From an optimization exercise on the open Yosys and OpenROAD flow, aimed at small area and a short achievable clock period; shortcuts taken in it are not production practice. Function was checked by simulation only, so behaviour that the tests miss may differ from the original.

== run C ==
==> flow/design.v (excerpt) <==
module Processor(clk, rst, interrupt, in_port, imem_addr, imem_data, dmem_re, dmem_we, dmem_addr, dmem_wdata, dmem_rdata, out_valid, out_port);
    input clk, rst, interrupt;
    input [15:0] in_port;
    output [31:0] imem_addr;
    input  [15:0] imem_data;
    output dmem_re, dmem_we;
    output [10:0] dmem_addr;
    output [15:0] dmem_wdata;
    input  [15:0] dmem_rdata;
    output out_valid;
    output [15:0] out_port;
    reg [31:0] pc;
    reg [15:0] ret_hi;        
    reg [15:0] sp;
    reg        fC, fN, fZ;    
    reg        zpend;         
    reg [1:0]  int_st;
    reg [2:0]  ret_st, reti_st;
    reg [15:0] rf [0:7];
    reg        fd_int;
    reg [15:0] fd_instr;
    reg [31:0] fd_pc;         
    reg        de_mr, de_mw;
    reg [1:0]  de_as;
    reg [2:0]  de_ds;
    reg [1:0]  de_bt;
    reg        de_call;
    reg        de_sum, de_pass, de_not, de_or, de_and, de_shl, de_shr;
    reg        de_yuse, de_yinv, de_yones, de_cin;
    reg        de_fcout, de_fncout, de_fsetc, de_fkeep;
    reg        de_fe;
    reg        de_spw, de_fw, de_wbsel, de_rw;
    reg [1:0]  de_plh;
    reg        de_out;
    reg        de_fa, de_fb;  
    reg [15:0] de_x, de_y;    
    reg [3:0]  de_sh;
    reg [2:0]  de_dst;
    reg        em_re, em_we;
    reg [10:0] em_addr;
    reg [15:0] em_wd;
    reg [15:0] em_alu;
    reg        em_spw, em_fw, em_wbsel, em_rw;
    reg [1:0]  em_plh;
    reg [2:0]  em_dst;
    reg        em_out;
    reg [15:0] mw_wd;
    reg        mw_fw, mw_out;
    wire [15:0] wdn = em_wbsel ? dmem_rdata : em_alu;
    wire [15:0] sp_n = em_spw ? em_alu : sp;
    wire zf_last = (em_alu == 16'b0);
    wire Z = zpend ? zf_last : fZ;
  ...
Size: ~2200 cells after synthesis, roughly 400 flip-flops, ~20000 um2 of cells after synthesis.
export LEC_CHECK = 0
export CAP_MARGIN = 20
export CORE_MARGIN = 2
export CORE_UTILIZATION = 40
export CTS_CLUSTER_DIAMETER = 100
export CTS_CLUSTER_SIZE = 20
export PLACE_DENSITY = 0.6
export SLEW_MARGIN = 20
create_clock -name core_clock -period 12.0 [get_ports {clk}]
standard.sh (not shown) runs the stock make flow with config.mk's settings and CLKGATE_MAP_FILE= SYNTH_SCRIPT=/design/flow/synth_recipe.tcl, a recipe that flattens the netlist after the stock synthesis.
==> flow/flow/run.sh <==
#!/bin/bash
# Own layout flow: the standard layout (standard.sh) with
#  - port buffers of buf_2 cells instead of the default delay-buffer cells,
#  - repair_timing aiming for a setup slack of SETUP_MARGIN ns at the design's clock period.
# Each tool's full output goes to a log file in the work folder.
set -euo pipefail
WORK=$(cd "$(dirname "$0")/.." && pwd)
cd "$WORK"
SETUP_MARGIN=$(cat flow/setup_margin.txt)
ORIG=$(grep -o "SYNTH_SCRIPT=[^ ]*" standard.sh | head -1 | cut -d= -f2- | tr -d "'")
test -f "$ORIG"
cat > "$WORK/synth_abc.tcl" <<EOT
proc abc {args} {
  set i [lsearch -exact \$args -script]
  if { \$i >= 0 } {
    lset args [expr {\$i + 1}] $WORK/flow/abc_area_delay.script
  }
  yosys abc {*}\$args
}
source $ORIG
EOT
sed -e "s#SYNTH_SCRIPT=[^ ]*#SYNTH_SCRIPT=$WORK/synth_abc.tcl #" standard.sh > flow_standard.sh
grep -q "SYNTH_SCRIPT=$WORK/synth_abc.tcl" flow_standard.sh
bash flow_standard.sh \
  "BUFFER_PORTS_ARGS=-buffer_cell sky130_fd_sc_hd__buf_2" \
  "SETUP_SLACK_MARGIN=$SETUP_MARGIN" \
  finish > "$WORK/flow_make.log" 2>&1
test -f out/final.def
==> flow/flow/abc_area_delay.script <==
&get -n
&st
&dch
&nf
&put
buffer -c
topo
stime -c
upsize -c
dnsize -c
==> flow/flow/setup_margin.txt <==
8.3
No stage failed in run C, and the final checks on the layout all came back clean.
Relative to run C, the following input files were edited for run A:
-- flow/design.v --
<<< run C, line 17
    reg [1:0]  int_st;
    reg [2:0]  ret_st, reti_st;
    reg [15:0] rf [0:7];
    reg        fd_int;
>>> run A, line 17
    reg [1:0]  int_st;
    reg [2:0]  ret_st, reti_st;
    reg        in_seq;        
    reg [15:0] rf [0:7];
    reg        fd_int;
<<< run C, line 28
    reg        de_sum, de_pass, de_not, de_or, de_and, de_shl, de_shr;
    reg        de_yuse, de_yinv, de_yones, de_cin;
    reg        de_fcout, de_fncout, de_fsetc, de_fkeep;
    reg        de_fe;
    reg        de_spw, de_fw, de_wbsel, de_rw;
>>> run A, line 29
    reg        de_sum, de_pass, de_not, de_or, de_and, de_shl, de_shr;
    reg        de_yuse, de_yinv, de_yones, de_cin;
    reg        de_fsetc, de_fkeep;
    reg        de_fe;
    reg        de_spw, de_fw, de_wbsel, de_rw;
<<< run C, line 153
    wire load_use = de_mr && ((de_dst == f_src) || (de_dst == f_dst)) && hazard_pop;
    wire sel = BRANCH || load_use;
    wire special = |int_st || fd_int || |ret_st || |reti_st || de_call || opcode == 6'b100110 || opcode == 6'b100111;
    wire swap = !special && (opcode == 6'b000011 || opcode == 6'b000100 || opcode == 6'b000101 || opcode == 6'b001100);
    wire [2:0]  xa = swap ? f_dst : f_src;
    wire [15:0] rx = rf[xa];
>>> run A, line 154
    wire load_use = de_mr && ((de_dst == f_src) || (de_dst == f_dst)) && hazard_pop;
    wire sel = BRANCH || load_use;
    wire special = in_seq || opcode == 6'b100110 || opcode == 6'b100111;
    wire swap = !in_seq && (opcode == 6'b000011 || opcode == 6'b000100 || opcode == 6'b000101 || opcode == 6'b001100);
    wire [2:0]  xa = swap ? f_dst : f_src;
    wire [15:0] rx = rf[xa];
<<< run C, line 221
                    | ({16{de_or}} & (X | Y)) | ({16{de_and}} & (X & Y))
                    | ({16{de_shl}} & rev16(sh)) | ({16{de_shr}} & sh);
    wire aC = (de_fcout & sum[16]) | (de_shl & X[15]) | (de_shr & X[0]) | de_fsetc;
    wire aN = (de_fncout & ~sum[16]) | (de_shl & sh_out[0]) | (de_fkeep & fN);
    wire alu_fw = de_fe && !mw_fw;    
    reg [10:0] addr_n;
>>> run A, line 222
                    | ({16{de_or}} & (X | Y)) | ({16{de_and}} & (X & Y))
                    | ({16{de_shl}} & rev16(sh)) | ({16{de_shr}} & sh);
    wire sub_like = de_yinv | de_yones;
    wire aC = (de_sum & ~sub_like & sum[16]) | (de_shl & X[15]) | (de_shr & X[0]) | de_fsetc;
    wire aN = (de_sum & sub_like & ~sum[16]) | (de_shl & sh_out[0]) | (de_fkeep & fN);
    wire alu_fw = de_fe && !mw_fw;    
    reg [10:0] addr_n;
<<< run C, line 256
        if (rst) begin
            pc <= 32'd32;
            int_st <= 2'b0; ret_st <= 3'b0; reti_st <= 3'b0;
            fd_int <= 1'b0; fd_instr[15:10] <= 6'b0;
            de_mr <= 1'b0; de_mw <= 1'b0; de_bt <= 2'b0; de_call <= 1'b0; de_fe <= 1'b0;
>>> run A, line 258
        if (rst) begin
            pc <= 32'd32;
            int_st <= 2'b0; ret_st <= 3'b0; reti_st <= 3'b0; in_seq <= 1'b0;
            fd_int <= 1'b0; fd_instr[15:10] <= 6'b0;
            de_mr <= 1'b0; de_mw <= 1'b0; de_bt <= 2'b0; de_call <= 1'b0; de_fe <= 1'b0;
<<< run C, line 266
            if (pc_en) pc <= pc_in;
            int_st <= int_n; ret_st <= ret_n; reti_st <= reti_n;
            if (fd_en) begin
                fd_int <= interrupt;
>>> run A, line 268
            if (pc_en) pc <= pc_in;
            int_st <= int_n; ret_st <= ret_n; reti_st <= reti_n;
            in_seq <= |int_n || |ret_n || |reti_n || (fd_en ? interrupt : fd_int) || (!sel && EXc[9]);
            if (fd_en) begin
                fd_int <= interrupt;
<<< run C, line 318
            fd_instr[9:0] <= instr[9:0];
            if (interrupt) fd_pc <= pc;
            else if (imem_data[15:10] == 6'b100101) fd_pc <= pc_plus;    
            else fd_pc <= {pc[31:16], in_port};
        end
        de_sum <= c_sum;
>>> run A, line 321
            fd_instr[9:0] <= instr[9:0];
            if (interrupt) fd_pc <= pc;
            else fd_pc <= {pc_plus[31:16], imem_data[14] ? in_port : pc_plus[15:0]};
        end
        de_sum <= c_sum;
<<< run C, line 332
        de_yones <= aop == 4'd1 || aop == 4'd14;
        de_cin <= aop == 4'd0 || aop == 4'd3 || aop == 4'd13;
        de_fcout <= aop == 4'd0 || aop == 4'd2;
        de_fncout <= aop == 4'd1 || aop == 4'd3;
        de_fsetc <= aop == 4'd10;
        de_fkeep <= aop == 4'd10 || aop == 4'd11;
>>> run A, line 334
        de_yones <= aop == 4'd1 || aop == 4'd14;
        de_cin <= aop == 4'd0 || aop == 4'd3 || aop == 4'd13;
        de_fsetc <= aop == 4'd10;
        de_fkeep <= aop == 4'd10 || aop == 4'd11;
Findings:
For maximum number of pins on one net before global-route repair, dividing the value from run C by the value from run A gives 0.924. When run A is set beside run C, its instance count on the critical path turns out to be 11 smaller. Looking at cell area across both flows, run A is the weaker of the two, with run C ahead. Status: clock skew parity (run C, run A). [run A] global-route met2 utilization rose 4.1 points relative to run C. Run A ends up with higher worst setup margin than run C does. Share of final-layout standard cells stronger than drive strength 1 came out higher on run A than on run C. Between run A and run C, the number of sequential cells does not differ in any meaningful way. Every run in the comparison, run A and run C, completed the flow with a clean layout. Run A: post-DP HPWL is about 9% higher than what run C reported.

==> separate check: timing with driven ports <==
In the flow no input, the clock included, has a driving cell. The finished layouts below were timed again as built, in two steps.
Step 1 sets driving cells, clkbuf_16 on the clock port and buf_2 on the other inputs (assumed; they add their load-dependent delay and slew).
Step 2 moves the port delays by t, midway between the first and last clock arrival at a register: inputs arrive t later, outputs are due t later. That takes back most of the time a late clock gives input paths.
a / b / c = no drivers / after step 1 / after step 2; a / b = the first two.
run | shift t [ns] | setup WS [ns] | worst data-port slew with drivers (ns)
run C | 0.651 | 8.283 / 8.266 / 7.891 | 0.04
run A | 0.648 | 8.316 / 8.255 / 7.854 | 0.05
After both steps setup and hold are still met in every run listed. The setup slack of run A, which loses most, moves by -0.061 ns with the drivers and by -0.462 ns with both steps.
